From an optimization exercise on the open Yosys and OpenROAD flow, aimed at small area; shortcuts taken in it are not production practice.
The RTL was checked by simulation tests, not by an equivalence proof against the original design.
The clock port is modelled as an ideal driver; clocking choices that lean on that would not hold on a real chip.
Power and IR drop assume default switching activity.

## VGA
module VGA
(
	input clk,
	input reset,
	output reg [2:0] vgaRed,
	output reg [2:0] vgaGreen,
	output reg [1:0] vgaBlue,
	output hsync,
	output vsync,
	output MemOE,
	output MemWR,
	output RamCE,
	output RamLB,
	output RamUB,
	output [22:0] MemAdr,
	input  [15:0] MemDataIn,
	output reg [15:0] Digit
	);
	reg [10:0] d;
	reg [11:0] r;
	wire dwrap = d[10] & d[9] & d[5] & d[1] & d[0];                   
	wire rinc  = dwrap | ((&d[7:0]) & (d[8] | d[10]));                
	wire rlast = r[11] & ~r[10] & r[9] & r[5] & r[2] & r[1] & r[0];    
	always @(posedge clk) begin
		if (reset)
			d <= 11'd2;
		else if (dwrap)
			d <= 11'd0;
		else
			d <= d + 11'd1;
	end
	always @(posedge clk) begin
		if (reset || (dwrap && rlast))
			r <= 12'd4091;
		else
			r <= r + {11'd0, rinc};
	end
	wire vline = (r < 12'd2400);
	wire d_lt1280 = ~d[10] | ~(d[9] | d[8]);
	wire d_lt1284 = ~d[10] | (~d[9] & (~d[8] | ~(|d[7:2])));
	wire dig_ld = vline & d[1] & ~d[0] & d_lt1280;
	wire dig_new  = dig_ld & ~reset;
	wire dig_keep = ~dig_ld & ~reset;
	always @(posedge clk)
		Digit <= ({16{dig_new}} & MemDataIn) | ({16{dig_keep}} & Digit);
	wire vis = vline & (|d[10:2]) & d_lt1284;
	wire pix_hi   = ~reset & ~d[0] & vis & d[1];
	wire pix_lo   = ~reset & ~d[0] & vis & ~d[1];
	wire pix_keep = ~reset & d[0];
	always @(posedge clk)
  ...
export LEC_CHECK = 0
export CAP_MARGIN = 20
export CORE_MARGIN = 2
export CORE_UTILIZATION = 40
export PLACE_DENSITY = 0.9
export SLEW_MARGIN = 20
create_clock -name core_clock -period 20.0 [get_ports {clk}]
standard.sh (not shown) runs the stock make flow with config.mk's settings and CLKGATE_MAP_FILE= SYNTH_SCRIPT=/design/flow/synth_recipe.tcl, a recipe that flattens the netlist after the stock synthesis.
==> flow/flow/run.sh <==
#!/bin/bash
# The standard layout (standard.sh) with four changes:
#  - synthesis maps the logic for area: an area-oriented abc script and no adder cells
#    (flow/synth.tcl, flow/area.abc);
#  - the port buffers that buffer_ports inserts are buf_1;
#  - the clock tree uses clkbuf_4 and no dummy loads; a buffer whose flip-flops would see a
#    clock slew near the limit becomes clkbuf_8 (flow/cts_fix.tcl, run after CTS).
#  - constant outputs share one tie cell per value (SKIP_REPAIR_TIE_FANOUT) instead of one
#    tie cell per port.
# make's output goes to flow.log; each ORFS step writes its own log under orfs/logs/.
set -euo pipefail
here=$(pwd)
export FLOW_ABC_SCRIPT=$here/flow/area.abc
bash standard.sh "SYNTH_SCRIPT=$here/flow/synth.tcl" \
  "BUFFER_PORTS_ARGS=-buffer_cell sky130_fd_sc_hd__buf_1" \
  "CTS_ARGS=-sink_clustering_enable -repair_clock_nets -buf_list sky130_fd_sc_hd__clkbuf_4 -root_buf sky130_fd_sc_hd__clkbuf_4 -dont_use_dummy_load" \
  "POST_CTS_TCL=$here/flow/cts_fix.tcl" \
  SKIP_REPAIR_TIE_FANOUT=1 \
  finish > flow.log 2>&1
==> flow/flow/cts_fix.tcl <==
estimate_parasitics -placement
set slow_drivers {}
foreach pin [get_pins -hierarchical */CLK] {
  set worst 0.0
  foreach edge {rise fall} {
    foreach analysis {min max} {
      set s [get_property $pin slew_${analysis}_$edge]
      if {[string is double -strict $s]} {
        set ps [expr {[sta::time_ui_sta $s] * 1e12}]
        if {$ps > $worst} { set worst $ps }
      }
    }
  }
  if {$worst > 120.0} {
    set net [get_nets -of_objects $pin]
    foreach drv [get_pins -of_objects $net -filter "direction == output"] {
      set inst [get_cells -of_objects $drv]
      set name [get_full_name $inst]
      if {[lsearch -exact $slow_drivers $name] < 0} { lappend slow_drivers $name }
    }
  }
}
foreach name $slow_drivers {
  set master [get_property [get_cells $name] ref_name]
  if {[string match sky130_fd_sc_hd__clkbuf_* $master] && $master ne "sky130_fd_sc_hd__clkbuf_8"} {
    puts "cts_fix: $name $master -> sky130_fd_sc_hd__clkbuf_8"
    replace_cell [get_cells $name] sky130_fd_sc_hd__clkbuf_8
  }
}
if {[llength $slow_drivers] > 0} {
  detailed_placement
  check_placement -verbose
  estimate_parasitics -placement
}
Other scripts of this flow, unchanged in this note and not shown: flow/flow/area.abc, flow/flow/synth.tcl
The first run passed the timing, DRC and antenna checks.
Then changed:
--- a/flow/flow/run.sh
+++ b/flow/flow/run.sh
@@ -1,3 +1,3 @@
 #!/bin/bash
-# The standard layout (standard.sh) with four changes:
+# The standard layout (standard.sh) with three changes:
 #  - synthesis maps the logic for area: an area-oriented abc script and no adder cells
@@ -7,4 +7,2 @@
 #    clock slew near the limit becomes clkbuf_8 (flow/cts_fix.tcl, run after CTS).
-#  - constant outputs share one tie cell per value (SKIP_REPAIR_TIE_FANOUT) instead of one
-#    tie cell per port.
 # make's output goes to flow.log; each ORFS step writes its own log under orfs/logs/.
@@ -17,3 +15,2 @@
   "POST_CTS_TCL=$here/flow/cts_fix.tcl" \
-  SKIP_REPAIR_TIE_FANOUT=1 \
   finish > flow.log 2>&1
--- a/flow/flow/cts_fix.tcl
+++ b/flow/flow/cts_fix.tcl
@@ -13,3 +13,3 @@
   }
-  if {$worst > 120.0} {
+  if {$worst > 110.0} {
     set net [get_nets -of_objects $pin]
CORE_UTILIZATION = 70   (was 40)
What happened: Power hardly moves. Maximum frequency is about the same. Core utilization is higher by 36 points. Critical path depth stays the same. Area after synthesis does not change.
Then changed:
--- a/flow/flow/run.sh
+++ b/flow/flow/run.sh
@@ -1,3 +1,3 @@
 #!/bin/bash
-# The standard layout (standard.sh) with three changes:
+# The standard layout (standard.sh) with four changes:
 #  - synthesis maps the logic for area: an area-oriented abc script and no adder cells
@@ -7,2 +7,4 @@
 #    clock slew near the limit becomes clkbuf_8 (flow/cts_fix.tcl, run after CTS).
+#  - constant outputs share one tie cell per value (SKIP_REPAIR_TIE_FANOUT) instead of one
+#    tie cell per port.
 # make's output goes to flow.log; each ORFS step writes its own log under orfs/logs/.
@@ -15,2 +17,3 @@
   "POST_CTS_TCL=$here/flow/cts_fix.tcl" \
+  SKIP_REPAIR_TIE_FANOUT=1 \
   finish > flow.log 2>&1
--- a/flow/flow/cts_fix.tcl
+++ b/flow/flow/cts_fix.tcl
@@ -13,3 +13,3 @@
   }
-  if {$worst > 110.0} {
+  if {$worst > 120.0} {
     set net [get_nets -of_objects $pin]
Result:
- die area does not change
- cell area drops by 1.5%
- setup slack loses 15 ps
- combinational power increases by about 2%
- critical path depth does not change
Then changed:
CORE_UTILIZATION = 40   (was 70)
PLACE_DENSITY = unset   (was 0.9)
After rerunning:
- The changed run finished clean
- critical path depth is unchanged
- final cell count grows by 8.2%
- setup slack hardly moves
- sequential power is about the same
- sequential share of layout area shrinks by 0.82 points
- via count shrinks by 9.3%
- area after synthesis does not change

## separate check: timing with driven ports
No port has a modelled driver above. Below, the same layouts with a new extraction and two added sets of constraints. Step 1 sets driving cells, clkbuf_16 on the clock port and buf_2 on the other inputs (assumed; they add their load-dependent delay and slew). Step 2, shift: input delay + t, output delay - t, t = (earliest + latest rising clock arrival at the registers) / 2. This alone moves slack from input paths to output paths. Slacks: ideal / step 1 / step 2; pairs: ideal / step 1.
run | t (ns) | setup WS [ns] | worst data-port slew with drivers (ns)
the first run | 0.359 | 14.183 / 14.158 / 14.478 | 0.04
the second run | 0.336 | 14.197 / 14.175 / 14.504 | 0.03
the third run | 0.372 | 14.182 / 14.160 / 14.459 | 0.03
the fourth run | 0.361 | 14.180 / 14.158 / 14.519 | 0.03
After both steps every run listed still meets setup and hold.
